This design comes from an exercise in tuning for small area on the open sky130 flow, not from production work. Function was checked by simulation only, so behaviour that the tests miss may differ from the original. Power and IR drop assume default switching activity.

==> flow/design.v <==
module uart_tx (
    input  wire        clk_i,
    input  wire        rst_n_i,
    input  wire        cfg_en_i,
    input  wire [11:0] cfg_div_i,
    input  wire [ 1:0] cfg_bits_i,
    input  wire        cfg_parity_en_i,
    input  wire        cfg_stop_bits_i,
    output reg         tx_o,
    output reg         tx_busy_o,
    input  wire [ 7:0] tx_data_i,
    input  wire        tx_vld_i,
    output reg         tx_rdy_o
);
    localparam [2:0] IDLE = 3'd0, START = 3'd1, DATA = 3'd2, PARITY = 3'd3, STOP = 3'd4;
    reg  [ 2:0] state;
    reg  [ 2:0] state_next;
    reg  [ 2:0] cnt;
    reg  [ 7:0] data;
    reg         parity;
    reg  [ 1:0] stop;
    reg  [11:0] baud;
    wire        bit_done  = baud == cfg_div_i;
    wire        data_done = cnt[2] && (cnt[1:0] == cfg_bits_i) && bit_done;
    wire        stop_done = (!cfg_stop_bits_i || stop[1]) && stop[0];
    always @(posedge clk_i) begin
        if (!tx_busy_o || bit_done) baud <= 12'h0;
        else baud <= baud + 12'd1;
    end
    always @(*) begin
        case (state)
            IDLE:    state_next = tx_vld_i ? START : IDLE;
            START:   state_next = bit_done ? DATA : START;
            DATA:    state_next = data_done ? (cfg_parity_en_i ? PARITY : STOP) : DATA;
            PARITY:  state_next = bit_done ? STOP : PARITY;
            STOP:    state_next = stop_done ? IDLE : STOP;
            default: state_next = IDLE;
        endcase
    end
    always @(posedge clk_i or negedge rst_n_i) begin
        if (!rst_n_i) begin
            state     <= IDLE;
            tx_o      <= 1'b0;
            tx_busy_o <= 1'b0;
        end else begin
            state     <= cfg_en_i ? state_next : IDLE;
            tx_busy_o <= state_next != IDLE;
            case (state)
                START:   tx_o <= 1'b0;
                DATA:    tx_o <= data[0];
                PARITY:  tx_o <= parity;
                default: tx_o <= 1'b1;
            endcase
        end
    end
    always @(posedge clk_i) begin
        tx_rdy_o <= state == START && bit_done;
        if (state == DATA) begin
            if (bit_done) begin
                parity <= parity ^ data[0];
                cnt    <= cnt + 3'd1;
            end
        end else if (state == START) begin
            parity <= 1'b0;
            cnt    <= 3'd0;
        end
        if (bit_done) begin
            data    <= (state == START) ? tx_data_i : {1'b0, data[7:1]};
            stop[0] <= state == STOP;
            stop[1] <= stop[0];
        end
    end
endmodule
module uart_rx (
    input  wire        clk_i,
    input  wire        rst_n_i,
    input  wire        cfg_en_i,
    input  wire [11:0] cfg_div_i,
    input  wire        cfg_parity_en_i,
    input  wire [ 1:0] cfg_bits_i,
    input  wire        rx_i,
    input  wire        rx_rdy_i,
    output reg         rx_vld_o,
    output reg  [ 7:0] rx_data_o
);
    localparam [2:0] IDLE = 3'd0, START = 3'd1, DATA = 3'd2, PARITY = 3'd3, STOP = 3'd4;
    reg  [ 2:0] state;
    reg  [ 2:0] state_next;
    reg  [ 2:0] cnt;
    reg         parity;
    reg         busy;
    reg  [11:0] baud;
    wire        bit_done  = baud == cfg_div_i;
    wire        half_done = baud == {1'b0, cfg_div_i[11:1]};
    wire        data_done = cnt[2] && (cnt[1:0] == cfg_bits_i) && half_done;
    wire [ 3:0] next_7_4  = {
        cfg_bits_i == 2'd3 ? rx_i : 1'b0,
        cfg_bits_i == 2'd2 ? rx_i : rx_data_o[7],
        cfg_bits_i == 2'd1 ? rx_i : rx_data_o[6],
        cfg_bits_i == 2'd0 ? rx_i : rx_data_o[5]
    };
    always @(posedge clk_i) begin
        if (!busy || bit_done) baud <= 12'h0;
        else baud <= baud + 12'd1;
    end
    always @(*) begin
        case (state)
            IDLE:    state_next = !rx_i ? START : IDLE;
            START:   state_next = half_done ? (rx_i ? IDLE : DATA) : START;
            DATA:    state_next = data_done ? (cfg_parity_en_i ? PARITY : STOP) : DATA;
            PARITY:  state_next = half_done ? STOP : PARITY;
            STOP:    state_next = half_done ? IDLE : STOP;
            default: state_next = IDLE;
        endcase
    end
    always @(posedge clk_i or negedge rst_n_i) begin
        if (!rst_n_i) begin
            state    <= IDLE;
            busy     <= 1'b0;
            rx_vld_o <= 1'b0;
        end else begin
            state <= cfg_en_i ? state_next : IDLE;
            busy  <= state_next != IDLE;
            if (state == STOP && half_done) rx_vld_o <= cfg_parity_en_i ? !parity : 1'b1;
            else if (rx_rdy_i || state == START) rx_vld_o <= 1'b0;
        end
    end
    always @(posedge clk_i) begin
        if (state == DATA) begin
            if (half_done) begin
                rx_data_o <= {next_7_4, rx_data_o[4:1]};
                cnt       <= cnt + 3'd1;
            end
        end else if (state == START) begin
            rx_data_o <= 8'h0;
            cnt       <= 3'd0;
        end
        if (state == IDLE) parity <= 1'b0;
        else if (half_done && (state == DATA || state == PARITY)) parity <= parity ^ rx_i;
    end
endmodule
module sync_fifo #(
    parameter RST_DATA = 1
) (
    input  wire       clk_i,
    input  wire       rstn_i,
    output wire       wr_rdy_o,
    input  wire       wr_vld_i,
    input  wire [7:0] wr_data_i,
    input  wire       rd_rdy_i,
    output reg        rd_vld_o,
    output reg  [7:0] rd_data_o,
    output wire [3:0] elem_cnt_o
);
    reg  [3:0] cnt;
    reg  [7:0] line [0:7];
    wire       full  = cnt[3];
    wire       empty = ~|cnt;
    wire       wr    = wr_vld_i & ~full;
    wire       pre   = ~rd_vld_o | rd_rdy_i;
    wire       rd    = pre & ~empty;
    assign wr_rdy_o   = ~full;
    assign elem_cnt_o = cnt;
    always @(posedge clk_i or negedge rstn_i) begin
        if (!rstn_i) begin
            cnt      <= 4'd0;
            rd_vld_o <= 1'b0;
        end else begin
            if (wr & ~rd) cnt <= cnt + 4'd1;
            else if (rd & ~wr) cnt <= cnt - 4'd1;
            if (pre) rd_vld_o <= ~empty;
        end
    end
    always @(posedge clk_i) begin
        if (pre) rd_data_o <= (cnt[2:0] == 3'd0) ? line0 : line[cnt[2:0]];
    end
    wire [7:0] line0;
    generate
        if (RST_DATA) begin : g_seen
            reg [2:0] wcnt;
            reg       seen;
            always @(posedge clk_i or negedge rstn_i) begin
                if (!rstn_i) begin
                    wcnt <= 3'd0;
                    seen <= 1'b0;
                end else if (wr) begin
                    wcnt <= wcnt + 3'd1;
                    if (&wcnt) seen <= 1'b1;
                end
            end
            assign line0 = line[0] & {8{seen}};
        end else begin : g_noseen
            assign line0 = line[0];
        end
    endgenerate
    integer i;
    always @(posedge clk_i) begin
        if (wr) begin
            line[1] <= wr_data_i;
            for (i = 2; i < 8; i = i + 1) line[i] <= line[i-1];
            line[0] <= line[7];
        end
    end
endmodule
module uart_fifo (
    input  wire        clk_i,
    input  wire        rst_n_i,
    input  wire        cfg_en_i,
    input  wire [11:0] cfg_div_i,
    input  wire        cfg_parity_en_i,
    input  wire [ 1:0] cfg_bits_i,
    input  wire        cfg_stop_bits_i,
    input  wire        rx_i,
    output wire        tx_o,
    output wire        tx_busy_o,
    input  wire        wr_vld_i,
    input  wire [ 7:0] wr_data_i,
    output wire        wr_rdy_o,
    output wire [ 3:0] tx_cnt_o,
    output wire        rd_vld_o,
    output wire [ 7:0] rd_data_o,
    input  wire        rd_rdy_i,
    output wire [ 3:0] rx_cnt_o
);
    wire       tx_rdy;
    wire       tx_vld;
    wire [7:0] tx_data;
    wire       rx_rdy;
    wire       rx_vld;
    wire [7:0] rx_data;
    sync_fifo #(
        .RST_DATA(1)
    ) fifo_tx (
        .clk_i     (clk_i),
        .rstn_i    (rst_n_i),
        .wr_rdy_o  (wr_rdy_o),
        .wr_vld_i  (wr_vld_i),
        .wr_data_i (wr_data_i),
        .rd_rdy_i  (tx_rdy),
        .rd_vld_o  (tx_vld),
        .rd_data_o (tx_data),
        .elem_cnt_o(tx_cnt_o)
    );
    uart_tx tx_u (
        .clk_i          (clk_i),
        .rst_n_i        (rst_n_i),
        .cfg_en_i       (cfg_en_i),
        .cfg_div_i      (cfg_div_i),
        .cfg_bits_i     (cfg_bits_i),
        .cfg_parity_en_i(cfg_parity_en_i),
        .cfg_stop_bits_i(cfg_stop_bits_i),
        .tx_o           (tx_o),
        .tx_busy_o      (tx_busy_o),
        .tx_data_i      (tx_data),
        .tx_vld_i       (tx_vld),
        .tx_rdy_o       (tx_rdy)
    );
    uart_rx rx_u (
        .clk_i          (clk_i),
        .rst_n_i        (rst_n_i),
        .cfg_en_i       (cfg_en_i),
        .cfg_div_i      (cfg_div_i),
        .cfg_parity_en_i(cfg_parity_en_i),
        .cfg_bits_i     (cfg_bits_i),
        .rx_i           (rx_i),
        .rx_rdy_i       (rx_rdy),
        .rx_vld_o       (rx_vld),
        .rx_data_o      (rx_data)
    );
    sync_fifo #(
        .RST_DATA(0)
    ) fifo_rx (
        .clk_i     (clk_i),
        .rstn_i    (rst_n_i),
        .wr_rdy_o  (rx_rdy),
        .wr_vld_i  (rx_vld),
        .wr_data_i (rx_data),
        .rd_rdy_i  (rd_rdy_i),
        .rd_vld_o  (rd_vld_o),
        .rd_data_o (rd_data_o),
        .elem_cnt_o(rx_cnt_o)
    );
endmodule
Settings: LEC_CHECK=0, CAP_MARGIN=0, CORE_MARGIN=2, CORE_UTILIZATION=65, SLEW_MARGIN=0; clock period 5.0 ns.
standard.sh (not shown) runs the stock make flow with config.mk's settings and CLKGATE_MAP_FILE= SYNTH_SCRIPT=/design/flow/synth_recipe.tcl, a recipe that flattens the netlist after the stock synthesis.
==> flow/flow/run.sh <==
#!/bin/bash
# Own layout flow, built on the standard flow (standard.sh):
#  1. Synthesis is the standard synthesis script (synth_recipe.tcl, via
#     standard.sh) with one change: ABC maps the combinational logic with an
#     area-oriented script (flow/abc_area_map.script: repeated dch + map -a)
#     instead of ORFS's abc_speed.script. Flip-flops are mapped by dfflibmap
#     before ABC runs, so the registers, their names and cells are the
#     standard synthesis's. ORFS's scripts are copied into this work folder
#     and only abc_speed.script is replaced in the copy.
#  2. Floorplan to finish is standard.sh with ORFS's own scripts, except that
#     the port buffers are sky130_fd_sc_hd__buf_1 (every port still gets one)
#     and the clock tree uses clkbuf_8 with larger sink clusters and no dummy
#     loads.
# Each make call's full output goes to its own log in this folder; ORFS's
# per-step logs are in orfs/logs.
set -euo pipefail
cd "$(dirname "${BASH_SOURCE[0]}")/.."
rm -rf synth_scripts
cp -r "$FLOW_HOME/scripts" synth_scripts
cp flow/abc_area_map.script synth_scripts/abc_speed.script
bash standard.sh "SCRIPTS_DIR=$PWD/synth_scripts" ABC_AREA=0 synth > flow_synth.log 2>&1
bash standard.sh \
  "BUFFER_PORTS_ARGS=-buffer_cell sky130_fd_sc_hd__buf_1" \
  "CTS_ARGS=-sink_clustering_enable -repair_clock_nets -dont_use_dummy_load -buf_list sky130_fd_sc_hd__clkbuf_8 -sink_clustering_size 16 -sink_clustering_max_diameter 60" \
  finish > flow_layout.log 2>&1
==> flow/flow/abc_area_map.script <==
strash
dch
map -a
strash
dch -f
map -a
strash
dch -f
map -a
strash
dch -f
map -a
topo
stime -c
Next try:
==> flow/flow/run.sh (replaced) <==
#!/bin/bash
# Own layout flow: the standard flow (standard.sh, with the standard
# synthesis unchanged), except that
#  - the port buffers are sky130_fd_sc_hd__buf_1 (every port still gets one),
#  - the clock tree is built from clkbuf_4 with larger sink clusters and
#    without the dummy loads CTS adds for balancing.
# make's full output goes to flow_make.log; ORFS's per-step logs stay in orfs/logs.
set -euo pipefail
cd "$(dirname "${BASH_SOURCE[0]}")/.."
bash standard.sh \
  "BUFFER_PORTS_ARGS=-buffer_cell sky130_fd_sc_hd__buf_1" \
  "CTS_ARGS=-sink_clustering_enable -repair_clock_nets -dont_use_dummy_load -buf_list sky130_fd_sc_hd__clkbuf_8 -sink_clustering_size 16 -sink_clustering_max_diameter 60" \
  finish > flow_make.log 2>&1
Settings changed: CAP_MARGIN 0 to 20, CORE_UTILIZATION 65 to 40, SLEW_MARGIN 0 to 20.
removed: flow/flow/abc_area_map.script
Effect: Global-route usage falls by 9.1 points; core utilization is lower by 28 points; worst setup slack got worse by 0.25 ns; routed wire length increases by 2.7%; total power rose by 7.3%.

static timing again, ports no longer ideal:
In the flow no input, the clock included, has a driving cell. The finished layouts below were timed again as built, in two steps.
Step 1 sets driving cells, clkbuf_16 on the clock port and buf_2 on the other inputs (assumed; they add their load-dependent delay and slew).
Step 2 also shifts input and output timing later by t, the mid clock arrival at the registers, as if the neighbouring blocks saw the same clock.
Slacks: no drivers / after step 1 / after step 2; pairs: no drivers / after step 1.
| run | shift t [ns] | setup WS [ns] | worst slew at a driven data input, ns |
|---|---|---|---|
| the first run | 0.522 | 2.105 / 2.105 / 1.868 | 0.04 |
| the second run | 0.533 | 1.851 / 1.868 / 1.335 | 0.06 |
After both steps every run listed still meets setup and hold. The setup slack of the second run, which loses most, moves by +0.017 ns with the drivers and by -0.516 ns with both steps.
